This design comes from an exercise in tuning for small area on the open sky130 flow, not from production work. Function was checked by simulation only, so behaviour that the tests miss may differ from the original. Power is estimated from default activity; no workload was simulated.

==> module btn_onepulse, before the edit <==
module btn_onepulse #(parameter ACT = 0) (
    input  wire clk,
    input  wire rst_n,
    input  wire btn_n,   
    output wire pulse    
);
    localparam [9:0] MASK = 10'b1010101010;
    reg s0, s1;                  
    reg [9:0] q;
    reg db, db_d, p;
    reg [1:0] ph;
    wire [9:0] cnt = q ^ MASK;
    wire lvl = ~s1;              
    wire diff = lvl ^ db;
    wire full = cnt[9] & cnt[6] & cnt[5] & cnt[4] & cnt[3] & cnt[2] & cnt[0];
    wire fb = ~(cnt[9] ^ cnt[2]);
    wire run = diff & ~full;
    always @(posedge clk) begin
        db_d <= db;
        q    <= ({10{run}} & {cnt[8:0], fb}) ^ MASK;
    end
    always @(posedge clk or negedge rst_n) begin
        if (!rst_n) begin
            s0    <= 1'b1;
            s1    <= 1'b1;
            db    <= 1'b0;
            p     <= 1'b0;
            ph    <= 2'b00;
        end else begin
            s0 <= btn_n;
            s1 <= s0;
            if (diff & full)
                db <= ~db;
            p     <= db & ~db_d;
            ph    <= {ph[0], (diff & full & lvl) | (ph[0] & ~ph[1])};
        end
    end
    assign pulse = ACT ? (ph[1] & ~ph[0]) : p;
endmodule
clock: 15.0 ns
lec_check: 0
abc_area: 1
cap_margin: 20
core_margin: 2
core_utilization: 40
slew_margin: 20
standard.sh (not shown) runs the stock make flow with config.mk's settings and CLKGATE_MAP_FILE= SYNTH_SCRIPT=/design/flow/synth_recipe.tcl, a recipe that flattens the netlist after the stock synthesis.
==> flow/flow/run.sh <==
#!/bin/bash
# Layout flow: the standard flow (standard.sh) with these changes
#  - synthesis maps the logic with an area-oriented ABC script (flow/area.abc),
#    run as 48 parallel trials (16 seeds; nothing, &synch2 or &syn3 first),
#    keeping the smallest (see flow/synth.tcl),
#    and without extracting half/full adder cells (ADDER_MAP_FILE empty);
#  - ports are buffered with buf_1 cells, and so are the outputs that
#    synthesis finds equal to another output (MIN_BUF_CELL_AND_PORTS);
#  - the clock tree is built from clkbuf_4 cells, without dummy loads.
# Each tool's output goes to the ORFS logs under orfs/logs; the make output
# to flow.log.
set -euo pipefail
export FLOW_WORK=$PWD
export FLOW_ABC_SCRIPT=$PWD/flow/area.abc
export FLOW_ABC_SEEDS="1 2 3 4 5 6 7 8 9 10 11 12 13 14 15 16"
export FLOW_ABC_PRE="{} &synch2 &syn3"
bash standard.sh \
  SYNTH_SCRIPT=$PWD/flow/synth.tcl \
  ADDER_MAP_FILE= \
  "MIN_BUF_CELL_AND_PORTS=sky130_fd_sc_hd__buf_1 A X" \
  "BUFFER_PORTS_ARGS=-buffer_cell sky130_fd_sc_hd__buf_1" \
  "CTS_ARGS=-sink_clustering_enable -repair_clock_nets -buf_list sky130_fd_sc_hd__clkbuf_4 -dont_use_dummy_load" \
  finish > flow.log 2>&1
Other scripts of this flow, unchanged in this note and not shown: flow/flow/area.abc, flow/flow/synth.tcl
==> next run, changes <==
--- a/flow/design.v
+++ b/flow/design.v
@@ -32,5 +32,6 @@
     output wire pulse    
 );
-    localparam [9:0] MASK = 10'b1010101010;
+    localparam [9:0] SEED = 10'd60;
+    localparam [9:0] MASK = SEED ^ 10'b1010101010;
     reg s0, s1;                  
     reg [9:0] q;
@@ -40,10 +41,10 @@
     wire lvl = ~s1;              
     wire diff = lvl ^ db;
-    wire full = cnt[9] & cnt[6] & cnt[5] & cnt[4] & cnt[3] & cnt[2] & cnt[0];
+    wire full = cnt[8] & cnt[5] & cnt[4] & cnt[2] & cnt[1] & ~cnt[0];
     wire fb = ~(cnt[9] ^ cnt[2]);
     wire run = diff & ~full;
     always @(posedge clk) begin
         db_d <= db;
-        q    <= ({10{run}} & {cnt[8:0], fb}) ^ MASK;
+        q    <= (run ? {cnt[8:0], fb} : SEED) ^ MASK;
     end
     always @(posedge clk or negedge rst_n) begin
What happened: Setup slack improved by 230 ps. Non-clock buffer count stays the same. Clock-buffer cell count is unchanged. Die area barely changes. Design area is about the same. Worst hold slack got worse by 31 ps. Wire length went up slightly. Global-route usage went up by 0.36 points. Power went up by well over a third. Core utilization is about the same. Sequential share of layout area hardly moves.

========
main:
top_level, a different RTL version from the one above (not shown whole).
For scale: ~110 flip-flops, roughly 79 I/O pins, roughly 0.0055 sq mm of cells after synthesis.
==> module adjust_select, before the edit <==
module adjust_select(
    input  wire clk, rst_n,
    input  wire sw_mode,
    input  wire sel_pulse, up_pulse, down_pulse,
    input  wire first, tick_d1,
    output wire inc_sec, dec_sec, inc_min, dec_min, inc_hour, dec_hour,
    output wire inc_day, dec_day, inc_mon, dec_mon, inc_year, dec_year,
    output wire en_sec, en_min, en_hour, en_day, en_mon, en_year,
    output wire e76, e54, e32, e10         
);
    reg sw_mode_d, nb;
    wire up_r = up_pulse;
    wire dn_r = down_pulse & ~up_pulse;
    reg [1:0] idx, i_r;
    always @(posedge clk) begin
        sw_mode_d <= sw_mode;
        i_r <= idx;
    end
    always @(posedge clk or negedge rst_n) begin
        if (!rst_n) begin
            idx <= 2'd0;
            nb <= 1'b0;
        end else begin
            nb <= first | (nb ^ tick_d1);
            if (sw_mode != sw_mode_d)
                idx <= 2'd0;
            else if (sel_pulse)
                idx <= idx[1] ? 2'd0 : idx + 2'd1;
        end
    end
    wire f0 = ~i_r[1] & ~i_r[0];
    wire f1 = ~i_r[1] &  i_r[0];
    wire f2 =  i_r[1];
    wire t = ~sw_mode_d, d = sw_mode_d;
    assign inc_hour = up_r & t & f0;  assign dec_hour = dn_r & t & f0;
    assign inc_min  = up_r & t & f1;  assign dec_min  = dn_r & t & f1;
    assign inc_sec  = up_r & t & f2;  assign dec_sec  = dn_r & t & f2;
    assign inc_day  = up_r & d & f0;  assign dec_day  = dn_r & d & f0;
    assign inc_mon  = up_r & d & f1;  assign dec_mon  = dn_r & d & f1;
    assign inc_year = up_r & d & f2;  assign dec_year = dn_r & d & f2;
    wire adj = up_r | dn_r;
    assign en_hour = adj & t & f0;
    assign en_min  = adj & t & f1;
    assign en_sec  = adj & t & f2;
    assign en_day  = adj & d & f0;
    assign en_mon  = adj & d & f1;
    assign en_year = adj & d & f2;
    wire b = ~nb;
    assign e76 = b | (d & ~f2);
    assign e54 = b | ~((t & f0) | (d & f2));
    assign e32 = b | ~f1;
    assign e10 = b | ~((t & f2) | (d & f0));
endmodule
==> module top_level, before the edit <==
module top_level(
    input  wire clk,
    input  wire [3:0]  button,
    input  wire [17:0] SW,
    output wire [6:0]  HEX0, HEX1, HEX2, HEX3, HEX4, HEX5, HEX6, HEX7
);
    wire rst_n = button[3];
    wire sw_mode = SW[0];
    wire tick, first, tick_d1;
    wire [4:0] ph;
    clock_divider_1s u_div (.clk(clk), .rst_n(rst_n), .tick(tick), .first(first),
                            .tick_d1(tick_d1), .ph(ph));
    wire sel_pulse, up_pulse, down_pulse;
    btn_onepulse u_sel  (.clk(clk), .rst_n(rst_n), .btn_n(button[2]), .pulse(sel_pulse));
    btn_onepulse #(.ACT(1)) u_up   (.clk(clk), .rst_n(rst_n), .btn_n(button[1]), .pulse(up_pulse));
    btn_onepulse #(.ACT(1)) u_down (.clk(clk), .rst_n(rst_n), .btn_n(button[0]), .pulse(down_pulse));
    wire inc_sec, dec_sec, inc_min, dec_min, inc_hour, dec_hour;
    wire inc_day, dec_day, inc_mon, dec_mon, inc_year, dec_year;
    wire en_sec, en_min, en_hour, en_day, en_mon, en_year;
    wire e76, e54, e32, e10;
    adjust_select u_adj (
        .clk(clk), .rst_n(rst_n), .sw_mode(sw_mode),
        .sel_pulse(sel_pulse), .up_pulse(up_pulse), .down_pulse(down_pulse),
        .first(first), .tick_d1(tick_d1),
        .inc_sec(inc_sec), .dec_sec(dec_sec), .inc_min(inc_min), .dec_min(dec_min),
        .inc_hour(inc_hour), .dec_hour(dec_hour), .inc_day(inc_day), .dec_day(dec_day),
        .inc_mon(inc_mon), .dec_mon(dec_mon), .inc_year(inc_year), .dec_year(dec_year),
        .en_sec(en_sec), .en_min(en_min), .en_hour(en_hour),
        .en_day(en_day), .en_mon(en_mon), .en_year(en_year),
        .e76(e76), .e54(e54), .e32(e32), .e10(e10));
    reg c;
    wire carry_sec  = c & ph[0];
    wire carry_min  = c & ph[1];
    wire carry_hour = c & ph[2];
    wire carry_day  = c & ph[3];
    wire carry_mon  = c & ph[4];
    wire [2:0] s1, m1; wire [3:0] s0, m0, h0, d0, o0, l1, l0;
    wire [1:0] h1; wire [2:0] d1; wire o1;
    wire [3:0] y3, y2;
    wire s_top, m_top, h_top, d_top, o_top, leap;
    bcd60 u_sec (.clk(clk), .rst_n(rst_n), .inc(inc_sec | (~en_sec & tick)), .dec(dec_sec),
                 .q1(s1), .q0(s0), .top(s_top));
    bcd60 u_min (.clk(clk), .rst_n(rst_n), .inc(inc_min | (~en_min & carry_sec)), .dec(dec_min),
                 .q1(m1), .q0(m0), .top(m_top));
    hour24 u_hour (.clk(clk), .rst_n(rst_n), .inc(inc_hour | (~en_hour & carry_min)), .dec(dec_hour),
                   .q1(h1), .q0(h0), .top(h_top));
    wire m30, feb;
    day31 u_day (.clk(clk), .rst_n(rst_n), .inc(inc_day | (~en_day & carry_hour)), .dec(dec_day),
                 .m30(m30), .feb(feb), .leap(leap), .q1(d1), .q0(d0), .top(d_top));
    month12 u_mon (.clk(clk), .rst_n(rst_n), .inc(inc_mon | (~en_mon & carry_day)), .dec(dec_mon),
                   .q1(o1), .q0(o0), .top(o_top), .m30(m30), .feb(feb));
    year16k u_year (.clk(clk), .rst_n(rst_n), .inc(inc_year | (~en_year & carry_mon)), .dec(dec_year),
                    .l1(l1), .l0(l0), .e1(), .e0(), .r(), .leap(leap), .y3(y3), .y2(y2));
    always @(posedge clk) begin
        c <= (tick & ~en_sec & s_top)
                | (carry_sec & ~en_min & m_top)
                | (carry_min & ~en_hour & h_top)
                | (carry_hour & ~en_day & d_top)
                | (carry_day & ~en_mon & o_top);
    end
    wire [3:0] dg7 = y3;
    wire [3:0] dg6 = y2;
    wire [3:0] dg5 = sw_mode ? l1 : {2'b00, h1};
    wire [3:0] dg4 = sw_mode ? l0 : h0;
    wire [2:0] dg3 = sw_mode ? {2'b00, o1} : m1;
    wire [3:0] dg2 = sw_mode ? o0 : m0;
    wire [2:0] dg1 = sw_mode ? d1 : s1;
    wire [3:0] dg0 = sw_mode ? d0 : s0;
    wire [6:0] g7, g6, g5, g4, g3, g2, g1, g0;
    seg7 u7 (.v(dg7), .s(g7));
    seg7 u6 (.v(dg6), .s(g6));
    seg7 u5 (.v(dg5), .s(g5));
    seg7 u4 (.v(dg4), .s(g4));
    seg7t u3 (.v(dg3), .s(g3));
    seg7 u2 (.v(dg2), .s(g2));
    seg7t u1 (.v(dg1), .s(g1));
    seg7 u0 (.v(dg0), .s(g0));
    assign HEX7 = g7 | {7{~(sw_mode & e76)}};
    assign HEX6 = g6 | {7{~(sw_mode & e76)}};
    assign HEX5 = g5 | {7{~e54}};
    assign HEX4 = g4 | {7{~e54}};
    assign HEX3 = g3 | {7{~e32}};
    assign HEX2 = g2 | {7{~e32}};
    assign HEX1 = g1 | {7{~e10}};
    assign HEX0 = g0 | {7{~e10}};
endmodule
export LEC_CHECK = 0
export ABC_AREA = 1
export CAP_MARGIN = 20
export CORE_MARGIN = 2
export CORE_UTILIZATION = 40
export SLEW_MARGIN = 20
create_clock -name core_clock -period 15.0 [get_ports {clk}]
==> flow/flow/run.sh <==
#!/bin/bash
# Layout flow: the standard flow (standard.sh) with these changes
#  - synthesis maps the logic with an area-oriented ABC script (flow/area.abc),
#    run as 24 parallel trials (8 seeds; nothing, &synch2 or &syn3 first),
#    keeping the smallest (see flow/synth.tcl),
#    and without extracting half/full adder cells (ADDER_MAP_FILE empty);
#  - ports are buffered with buf_1 cells;
#  - the clock tree is built from clkbuf_4 cells, without dummy loads.
# Each tool's output goes to the ORFS logs under orfs/logs; the make output
# to flow.log.
set -euo pipefail
export FLOW_WORK=$PWD
export FLOW_ABC_SCRIPT=$PWD/flow/area.abc
export FLOW_ABC_SEEDS="1 2 3 4 5 6 7 8"
export FLOW_ABC_PRE="{} &synch2 &syn3"
bash standard.sh \
  SYNTH_SCRIPT=$PWD/flow/synth.tcl \
  ADDER_MAP_FILE= \
  "BUFFER_PORTS_ARGS=-buffer_cell sky130_fd_sc_hd__buf_1" \
  "CTS_ARGS=-sink_clustering_enable -repair_clock_nets -buf_list sky130_fd_sc_hd__clkbuf_4 -dont_use_dummy_load" \
  finish > flow.log 2>&1
Other scripts of this flow, unchanged in this note and not shown: flow/flow/area.abc, flow/flow/synth.tcl
Edits applied to the flow inputs when going from main to the feature branch:
--- a/flow/design.v
+++ b/flow/design.v
@@ -22,23 +22,22 @@
     wire zhi = ~s[14] & z13;
     assign tick    = f & zhi & ~s[0];
     assign first   = ~f & zhi & ~s[0];
     assign tick_d1 = f & zhi & s[0];
     assign ph = s[4:0];
 endmodule
-module btn_onepulse #(parameter ACT = 0) (
+module btn_onepulse(
     input  wire clk,
     input  wire rst_n,
     input  wire btn_n,   
-    output wire pulse    
+    output reg  pulse    
 );
     localparam [9:0] MASK = 10'b1010101010;
     reg s0, s1;                  
     reg [9:0] q;
-    reg db, db_d, p;
-    reg [1:0] ph;
+    reg db, db_d;
     wire [9:0] cnt = q ^ MASK;
     wire lvl = ~s1;              
     wire diff = lvl ^ db;
     wire full = cnt[9] & cnt[6] & cnt[5] & cnt[4] & cnt[3] & cnt[2] & cnt[0];
     wire fb = ~(cnt[9] ^ cnt[2]);
     wire run = diff & ~full;
@@ -48,48 +47,47 @@
     end
     always @(posedge clk or negedge rst_n) begin
         if (!rst_n) begin
             s0    <= 1'b1;
             s1    <= 1'b1;
             db    <= 1'b0;
-            p     <= 1'b0;
-            ph    <= 2'b00;
+            pulse <= 1'b0;
         end else begin
             s0 <= btn_n;
             s1 <= s0;
             if (diff & full)
                 db <= ~db;
-            p     <= db & ~db_d;
-            ph    <= {ph[0], (diff & full & lvl) | (ph[0] & ~ph[1])};
+            pulse <= db & ~db_d;
         end
     end
-    assign pulse = ACT ? (ph[1] & ~ph[0]) : p;
 endmodule
 module adjust_select(
     input  wire clk, rst_n,
     input  wire sw_mode,
     input  wire sel_pulse, up_pulse, down_pulse,
     input  wire first, tick_d1,
     output wire inc_sec, dec_sec, inc_min, dec_min, inc_hour, dec_hour,
     output wire inc_day, dec_day, inc_mon, dec_mon, inc_year, dec_year,
     output wire en_sec, en_min, en_hour, en_day, en_mon, en_year,
     output wire e76, e54, e32, e10         
 );
-    reg sw_mode_d, nb;
-    wire up_r = up_pulse;
-    wire dn_r = down_pulse & ~up_pulse;
+    reg sw_mode_d, up_r, dn_r, nb;
     reg [1:0] idx, i_r;
     always @(posedge clk) begin
         sw_mode_d <= sw_mode;
         i_r <= idx;
     end
     always @(posedge clk or negedge rst_n) begin
         if (!rst_n) begin
             idx <= 2'd0;
+            up_r <= 1'b0;
+            dn_r <= 1'b0;
             nb <= 1'b0;
         end else begin
+            up_r <= up_pulse;
+            dn_r <= down_pulse & ~up_pulse;
             nb <= first | (nb ^ tick_d1);
             if (sw_mode != sw_mode_d)
                 idx <= 2'd0;
             else if (sel_pulse)
                 idx <= idx[1] ? 2'd0 : idx + 2'd1;
         end
@@ -276,14 +274,14 @@
     wire tick, first, tick_d1;
     wire [4:0] ph;
     clock_divider_1s u_div (.clk(clk), .rst_n(rst_n), .tick(tick), .first(first),
                             .tick_d1(tick_d1), .ph(ph));
     wire sel_pulse, up_pulse, down_pulse;
     btn_onepulse u_sel  (.clk(clk), .rst_n(rst_n), .btn_n(button[2]), .pulse(sel_pulse));
-    btn_onepulse #(.ACT(1)) u_up   (.clk(clk), .rst_n(rst_n), .btn_n(button[1]), .pulse(up_pulse));
-    btn_onepulse #(.ACT(1)) u_down (.clk(clk), .rst_n(rst_n), .btn_n(button[0]), .pulse(down_pulse));
+    btn_onepulse u_up   (.clk(clk), .rst_n(rst_n), .btn_n(button[1]), .pulse(up_pulse));
+    btn_onepulse u_down (.clk(clk), .rst_n(rst_n), .btn_n(button[0]), .pulse(down_pulse));
     wire inc_sec, dec_sec, inc_min, dec_min, inc_hour, dec_hour;
     wire inc_day, dec_day, inc_mon, dec_mon, inc_year, dec_year;
     wire en_sec, en_min, en_hour, en_day, en_mon, en_year;
     wire e76, e54, e32, e10;
     adjust_select u_adj (
         .clk(clk), .rst_n(rst_n), .sw_mode(sw_mode),
Notes after the runs:
- The feature branch went all the way through synthesis, placement and routing and the layout is clean on timing, DRC and antenna.
- In the flow results for main and the feature branch, the non-clock buffer instance count of the final layout is larger on the feature branch.
- Comparing main and the feature branch, initial standard-cell utilization of the core is higher on main.
- Summary of the feature branch over main: post-layout minimum cycle time went up by 0.22 ns; number of well taps grew by 2.3%; smallest setup slack after layout fell 0.22 ns.
- Critical path data arrival time for the feature branch: 0.22 ns up relative to main
- In the reports for main and the feature branch, the larger die area belongs to the feature branch.

==> what the ideal ports hide <==
Ports are ideal in the flow. The routed layouts listed here were re-timed in OpenROAD. Step 1 assumes that a clkbuf_16 drives the clock port and a buf_2 every other input. Step 2 moves the port delays by t, midway between the first and last clock arrival at a register: inputs arrive t later, outputs are due t later. That takes back most of the time a late clock gives input paths. Three values: no drivers, after step 1, after step 2; two values: the first two.
run	t (ns)	slack for setup (ns)	worst register clock-pin slew, ns	worst data-port slew with drivers (ns)	pins driven straight from the clock port
the first run of note 1	0.504	6.402 / 6.376 / 6.376	0.10 / 0.10	0.03	1
the second run of note 1	0.510	6.633 / 6.611 / 6.611	0.10 / 0.10	0.03	1
main	0.516	6.576 / 6.554 / 6.554	0.10 / 0.10	0.03	1
the feature branch	0.519	6.360 / 6.339 / 6.339	0.10 / 0.10	0.03	1
After both steps setup and hold are still met in every run listed. For the first run of note 1, which loses most, drivers alone change the setup slack by -0.026 ns; drivers and shift together by -0.026 ns.
